Source: an optimization exercise on an open RTL-to-GDS flow (aim: small area, a short achievable clock period and few clock cycles). Production flows keep margins and buffers that such runs may drop.
The RTL was checked by simulation tests, not by an equivalence proof against the original design.
Power is estimated from default activity; no workload was simulated.

Setup of v6:
==> flow/design.v (excerpt) <==
module divider
(
	input  wire        clk         ,
	input  wire        rst         ,
	input  wire [63:0] divisor     ,
	input  wire [63:0] dividend    ,
	input  wire [9 :0] inst_op_f3  ,
	input  wire        div_ready   ,
	output wire [63:0] div_rem_data,
	output wire        div_finish  ,
	output wire        busy_o
);
	reg        st_idle;  
	reg        st_norm;  
	reg        st_iter;  
	reg        st_neg;   
	reg        st_done;  
	reg [63:0] rem_r;    
	reg [64:0] dsr_r;    
	reg [63:0] res_r;    
	reg [5:0]  cnt_r;    
	reg [6:0]  lza_r;    
	reg [6:0]  lzb_r;    
	reg        w_r;      
	reg        out_rem_r; 
	reg        a_neg_r;  
	reg        b_neg_r;  
	reg        neg_r;    
	reg        fast_r;   
	reg        fneg_r;   
	function [10:0] lzc64;
		input [63:0] x;
		integer i;
		reg [31:0] v1; reg [31:0] c1;
		reg [15:0] v2; reg [31:0] c2;
		reg [7:0]  v3; reg [23:0] c3;
		reg [3:0]  v4; reg [15:0] c4;
		reg [1:0]  v5; reg [9:0]  c5;
		begin
			for (i = 0; i < 32; i = i + 1) begin
				v1[i] = x[2*i+1] | x[2*i];
				c1[i] = ~x[2*i+1];
			end
			for (i = 0; i < 16; i = i + 1) begin
				v2[i] = v1[2*i+1] | v1[2*i];
				c2[2*i+:2] = v1[2*i+1] ? {1'b0, c1[2*i+1]} : {1'b1, c1[2*i]};
			end
			for (i = 0; i < 8; i = i + 1) begin
				v3[i] = v2[2*i+1] | v2[2*i];
				c3[3*i+:3] = v2[2*i+1] ? {1'b0, c2[2*(2*i+1)+:2]} : {1'b1, c2[2*(2*i)+:2]};
			end
			for (i = 0; i < 4; i = i + 1) begin
				v4[i] = v3[2*i+1] | v3[2*i];
				c4[4*i+:4] = v3[2*i+1] ? {1'b0, c3[3*(2*i+1)+:3]} : {1'b1, c3[3*(2*i)+:3]};
			end
			for (i = 0; i < 2; i = i + 1) begin
				v5[i] = v4[2*i+1] | v4[2*i];
  ...
For scale: about 3500 cells after synthesis, about 230 flip-flops, about 0.027 mm² of cells after synthesis.
==> flow/config.mk <==
export PLATFORM = sky130hd
export DESIGN_NAME = divider
export DESIGN_NICKNAME = divider
export VERILOG_FILES = /design/flow/design.v
export SDC_FILE = /design/flow/constraint.sdc
export NUM_CORES = 4
export LEC_CHECK = 0
export CAP_MARGIN = 20
export CORE_MARGIN = 2
export CORE_UTILIZATION = 40
export CTS_CLUSTER_DIAMETER = 100
export CTS_CLUSTER_SIZE = 20
export PLACE_DENSITY = 0.9
export SETUP_SLACK_MARGIN = 5
export SLEW_MARGIN = 20
==> flow/constraint.sdc <==
create_clock -name core_clock -period 10.0 [get_ports {clk}]
set_input_delay 2.0000 -clock core_clock [delete_from_list [all_inputs] [get_ports {clk}]]
set_output_delay 2.0000 -clock core_clock [all_outputs]
set_load 0.01 [all_outputs]
standard.sh (not shown) runs the stock make flow with config.mk's settings and CLKGATE_MAP_FILE= SYNTH_SCRIPT=/design/flow/synth_recipe.tcl, a recipe that flattens the netlist after the stock synthesis.
==> flow/flow/run.sh <==
#!/bin/bash
set -euo pipefail
bash standard.sh "BUFFER_PORTS_ARGS=-buffer_cell sky130_fd_sc_hd__buf_2" SETUP_SLACK_MARGIN=5.6 finish > standard.log 2>&1
Testbench counts of v6, summed over its fixed seeds: cycles 13,401.
Input changes introduced in v7 (baseline for comparison: v6):
# v6
export LEC_CHECK = 0
export CAP_MARGIN = 20
export CORE_MARGIN = 2
export CORE_UTILIZATION = 40
export CTS_CLUSTER_DIAMETER = 100
export CTS_CLUSTER_SIZE = 20
export PLACE_DENSITY = 0.9
export SETUP_SLACK_MARGIN = 5
export SLEW_MARGIN = 20
create_clock -name core_clock -period 10.0 [get_ports {clk}]
# v7
export LEC_CHECK = 0
export CAP_MARGIN = 20
export CORE_MARGIN = 2
export CORE_UTILIZATION = 40
export SETUP_SLACK_MARGIN = 5
export SLEW_MARGIN = 20
create_clock -name core_clock -period 10.0 [get_ports {clk}]
==> flow/flow/run.sh <==
#!/bin/bash
set -euo pipefail
bash standard.sh "BUFFER_PORTS_ARGS=-buffer_cell sky130_fd_sc_hd__buf_2" finish > standard.log 2>&1
==> comparison <==
Per the comparison of v7 with v6, maximum net fanout on the critical path +51, placed wire-length estimate went up 2.3%, clock skew held, maximum operating frequency has decreased, finished layout cell area shrank by 1.3%.

The RTL this note starts from:
==> flow/design.v <==
module divider
(
	input  wire        clk         ,
	input  wire        rst         ,
	input  wire [63:0] divisor     ,
	input  wire [63:0] dividend    ,
	input  wire [9 :0] inst_op_f3  ,
	input  wire        div_ready   ,
	output wire [63:0] div_rem_data,
	output wire        div_finish  ,
	output wire        busy_o
);
	reg        st_idle;  
	reg        st_norm;  
	reg        st_iter;  
	reg        st_neg;   
	reg        st_done;  
	reg [63:0] rem_r;    
	reg [64:0] dsr_r;    
	reg [63:0] res_r;    
	reg [5:0]  cnt_r;    
	reg [6:0]  lza_r;    
	reg [6:0]  lzb_r;    
	reg        w_r;      
	reg        out_rem_r; 
	reg        a_neg_r;  
	reg        b_neg_r;  
	reg        neg_r;    
	reg        fast_r;   
	reg        fneg_r;   
	function [10:0] lzc64;
		input [63:0] x;
		integer i;
		reg [31:0] v1; reg [31:0] c1;
		reg [15:0] v2; reg [31:0] c2;
		reg [7:0]  v3; reg [23:0] c3;
		reg [3:0]  v4; reg [15:0] c4;
		reg [1:0]  v5; reg [9:0]  c5;
		begin
			for (i = 0; i < 32; i = i + 1) begin
				v1[i] = x[2*i+1] | x[2*i];
				c1[i] = ~x[2*i+1];
			end
			for (i = 0; i < 16; i = i + 1) begin
				v2[i] = v1[2*i+1] | v1[2*i];
				c2[2*i+:2] = v1[2*i+1] ? {1'b0, c1[2*i+1]} : {1'b1, c1[2*i]};
			end
			for (i = 0; i < 8; i = i + 1) begin
				v3[i] = v2[2*i+1] | v2[2*i];
				c3[3*i+:3] = v2[2*i+1] ? {1'b0, c2[2*(2*i+1)+:2]} : {1'b1, c2[2*(2*i)+:2]};
			end
			for (i = 0; i < 4; i = i + 1) begin
				v4[i] = v3[2*i+1] | v3[2*i];
				c4[4*i+:4] = v3[2*i+1] ? {1'b0, c3[3*(2*i+1)+:3]} : {1'b1, c3[3*(2*i)+:3]};
			end
			for (i = 0; i < 2; i = i + 1) begin
				v5[i] = v4[2*i+1] | v4[2*i];
				c5[5*i+:5] = v4[2*i+1] ? {1'b0, c4[4*(2*i+1)+:4]} : {1'b1, c4[4*(2*i)+:4]};
			end
			lzc64 = {c5[4:0], v5[1] ? {1'b0, c5[9:5]} : {1'b1, c5[4:0]}};
		end
	endfunction
	function [6:0] lz_mag;
		input [63:0] x;
		input        sgn;    
		input        w;      
		reg [10:0] c;
		reg [5:0] c64, c32;
		reg       p64, p32;
		reg [6:0] v64;
		reg [5:0] v32;
		begin
			c   = lzc64({x[63:1] ^ x[62:0], 1'b1});
			c64 = c[5:0];
			c32 = {1'b0, c[10:6]};
			p64 = (x[62:0] & ~x[63:1]) == 63'd0;
			p32 = (x[30:0] & ~x[31:1]) == 31'd0;
			v64 = (x[63] & ~sgn) ? 7'd0 : ({1'b0, c64} + {6'd0, ~(x[63] & p64)});
			v32 = (x[31] & ~sgn) ? 6'd0 : ({1'b0, c32[4:0]} + {5'd0, ~(x[31] & p32)});
			lz_mag = w ? {1'b0, v32} + 7'd32 : v64;
		end
	endfunction
	function [63:0] inc64;
		input [63:0] x;
		input cin;
		integer i, l;
		reg [63:0] pp;
		begin
			pp = x;
			for (l = 0; l < 6; l = l + 1)
				for (i = 63; i >= 0; i = i - 1)
					if ((i >> l) & 1)
						pp[i] = pp[i] & pp[((i >> l) << l) - 1];
			inc64[0] = x[0] ^ cin;
			for (i = 1; i < 64; i = i + 1) inc64[i] = x[i] ^ (pp[i-1] & cin);
		end
	endfunction
	function [65:0] add65;
		input [64:0] x, y;
		input cin;
		integer i, l;
		reg [64:0] g, p, gg, pp;
		begin
			g = x & y; p = x ^ y;
			gg = g; pp = p;
			gg[0] = g[0] | (p[0] & cin);
			for (l = 0; l < 7; l = l + 1)
				for (i = 0; i < 65; i = i + 1)
					if ((i >> l) & 1) begin
						gg[i] = gg[i] | (pp[i] & gg[((i >> l) << l) - 1]);
						pp[i] = pp[i] & pp[((i >> l) << l) - 1];
					end
			add65[0] = p[0] ^ cin;
			for (i = 1; i < 65; i = i + 1) add65[i] = p[i] ^ gg[i-1];
			add65[65] = gg[64];
		end
	endfunction
	wire op_w      = inst_op_f3[6];
	wire op_signed = ~inst_op_f3[0];
	wire op_rem    = inst_op_f3[1];
	wire [63:0] xa = op_w ? {{32{op_signed & dividend[31]}}, dividend[31:0]} : dividend;
	wire [63:0] xb = op_w ? {{32{op_signed & divisor[31]}},  divisor[31:0]}  : divisor;
	wire a_neg  = op_signed & (op_w ? dividend[31] : dividend[63]);
	wire b_neg  = op_signed & (op_w ? divisor[31]  : divisor[63]);
	wire b_zero = (divisor[31:0] == 32'd0) & (op_w | (divisor[63:32] == 32'd0));
	wire b_one  = (xb == 64'd1) | (op_signed & (xb == {64{1'b1}}));
	wire [6:0]  sh      = lzb_r - lza_r;
	wire        early   = fast_r | (lza_r > lzb_r);
	wire [63:0] neg_in  = (st_neg & ~out_rem_r) ? res_r : rem_r;
	wire [63:0] neg_out = inc64(~neg_in, 1'b1);
	wire [64:0] dsr_sh  = dsr_r << sh[5:0];
	wire [65:0] t1 = add65({1'b0, rem_r}, dsr_r, ~b_neg_r);
	wire        q1 = ~t1[64];   
	wire [63:0] r1 = q1 ? t1[63:0] : rem_r;
	wire        last = (cnt_r == 6'd0);
	always @(posedge clk) begin
		lza_r   <= lz_mag(dividend, op_signed, op_w);
		lzb_r   <= lz_mag(divisor, op_signed, op_w);
		a_neg_r <= a_neg;
		fast_r  <= b_zero | b_one;
		fneg_r  <= ~op_rem & b_one & b_neg;
		dsr_r   <= st_idle ? {b_neg, xb} :
		           st_norm ? (b_neg_r ? dsr_sh : ~dsr_sh) :
		                     {1'b1, dsr_r[64:1]};
		cnt_r   <= st_norm ? sh[5:0] : cnt_r - 6'd1;
	end
	always @(posedge clk) begin
		if (st_idle) begin
			rem_r     <= xa;
			res_r     <= {64{b_zero}};
			w_r       <= op_w;
			out_rem_r <= op_rem ? ~b_one : (b_one & ~b_neg);
			b_neg_r   <= b_neg;
			neg_r     <= op_rem ? a_neg : (a_neg ^ b_neg);
		end
		if (st_norm) begin
			if (a_neg_r)
				rem_r <= neg_out;
			res_r <= fneg_r ? neg_out : 64'd0;
		end
		if (st_iter) begin
			rem_r <= r1;
			res_r <= {res_r[62:0], q1};
		end
		if (st_neg) begin
			if (out_rem_r)
				rem_r <= neg_out;
			else
				res_r <= neg_out;
		end
	end
	always @(posedge clk) begin
		st_idle <= rst | (st_idle & ~div_ready) | (st_norm & early & ~fneg_r) | st_done;
		st_norm <= ~rst & st_idle & div_ready;
		st_iter <= ~rst & ((st_norm & ~early) | (st_iter & ~last));
		st_neg  <= ~rst & st_iter & last & neg_r;
		st_done <= ~rst & ((st_norm & early & fneg_r) | (st_iter & last & ~neg_r) | st_neg);
	end
	wire [63:0] res = out_rem_r ? rem_r : res_r;
	assign div_rem_data = w_r ? {{32{res[31]}}, res[31:0]} : res;
	assign div_finish   = st_done | (st_norm & early & ~fneg_r);
	assign busy_o       = st_iter | st_neg;
endmodule
export LEC_CHECK = 0
export CAP_MARGIN = 20
export CORE_MARGIN = 2
export CORE_UTILIZATION = 40
export CTS_CLUSTER_DIAMETER = 100
export CTS_CLUSTER_SIZE = 24
export PLACE_DENSITY = 0.8
export SETUP_SLACK_MARGIN = 5
export SLEW_MARGIN = 20
create_clock -name core_clock -period 10.0 [get_ports {clk}]
==> flow/flow/run.sh <==
#!/bin/bash
set -euo pipefail
bash standard.sh "BUFFER_PORTS_ARGS=-buffer_cell sky130_fd_sc_hd__buf_2" finish > standard.log 2>&1
The first run completed with no timing, DRC or antenna violations.
Testbench counts at the start, summed over its fixed seeds: cycles 13,401.
Rerun with:
==> flow/flow/run.sh (replaced) <==
#!/bin/bash
set -euo pipefail
bash standard.sh "BUFFER_PORTS_ARGS=-buffer_cell sky130_fd_sc_hd__buf_2" SETUP_SLACK_MARGIN=5.8 finish > standard.log 2>&1
CTS_CLUSTER_SIZE = 20   (was 24)
Effect:
- wire length came out higher by a few percent
- sequential share of layout area decreases by 1.1 points
- maximum frequency came out higher by a few percent
- worst setup slack is better by 0.29 ns
- cell area went up by a little under a tenth
Rerun with:
==> flow/flow/run.sh (replaced) <==
#!/bin/bash
set -euo pipefail
bash standard.sh "BUFFER_PORTS_ARGS=-buffer_cell sky130_fd_sc_hd__buf_2" SETUP_SLACK_MARGIN=6.0 finish > standard.log 2>&1
CTS_CLUSTER_SIZE = 24   (was 20)
PLACE_DENSITY = unset   (was 0.8)
Result: Global-route usage rises by 1.8 points. Area after synthesis does not change. Via count rises by 0.43%. Power rises by 6.7%.
Rerun with:
==> flow/flow/run.sh (replaced) <==
#!/bin/bash
set -euo pipefail
bash standard.sh "BUFFER_PORTS_ARGS=-buffer_cell sky130_fd_sc_hd__buf_2" finish > standard.log 2>&1
The changed run ran to the end with no violations.
Final area came out lower by 12%.
Area after synthesis stays the same.
Routed wire length came out lower by 8.6%.
Utilization came out lower by 5.8 points.
Non-clock buffer count came out lower by 170.
Fmax came out lower by 4.4%.
Flip-flop and latch count stays the same.
Cell count came out lower by 3.9%.
Sequential share of layout area came out higher by 1.8 points.

-- what the ideal ports hide --
Ports are ideal in the flow. The routed layouts listed here were re-timed in OpenROAD. Step 1, drivers: a clkbuf_16 drives clk and a buf_2 each remaining input, both assumed. Step 2 adds t to the input delays and takes it off the output delays; t is the mean of the earliest and latest rising clock arrival at the registers after step 1. Input paths then give back, and output paths get back, about the clock's delay inside the block. Slacks: ideal / step 1 / step 2; pairs: ideal / step 1.
run | shift t [ns] | setup slack, ns | hold slack, ns | worst register clock-pin slew, ns | worst slew at a driven data input, ns
v6 | 0.574 | 5.334 / 5.271 / 4.891 | 0.490 / 0.490 / 0.490 | 0.10 / 0.10 | 0.08
v7 | 0.657 | 5.139 / 5.081 / 4.488 | 0.491 / 0.491 / 0.491 | 0.07 / 0.07 | 0.06
the first run of note 2 | 0.590 | 5.066 / 5.085 / 4.514 | 0.483 / 0.483 / 0.483 | 0.12 / 0.12 | 0.06
the second run of note 2 | 0.591 | 5.358 / 5.300 / 4.936 | 0.526 / 0.526 / 0.526 | 0.10 / 0.10 | 0.08
the third run of note 2 | 0.593 | 5.317 / 5.255 / 4.887 | 0.500 / 0.500 / 0.500 | 0.10 / 0.10 | 0.08
the fourth run of note 2 | 0.599 | 5.099 / 5.074 / 4.502 | 0.507 / 0.507 / 0.507 | 0.11 / 0.11 | 0.07
After both steps every run listed still meets setup and hold. The setup slack of v7, which loses most, moves by -0.058 ns with the drivers and by -0.651 ns with both steps.
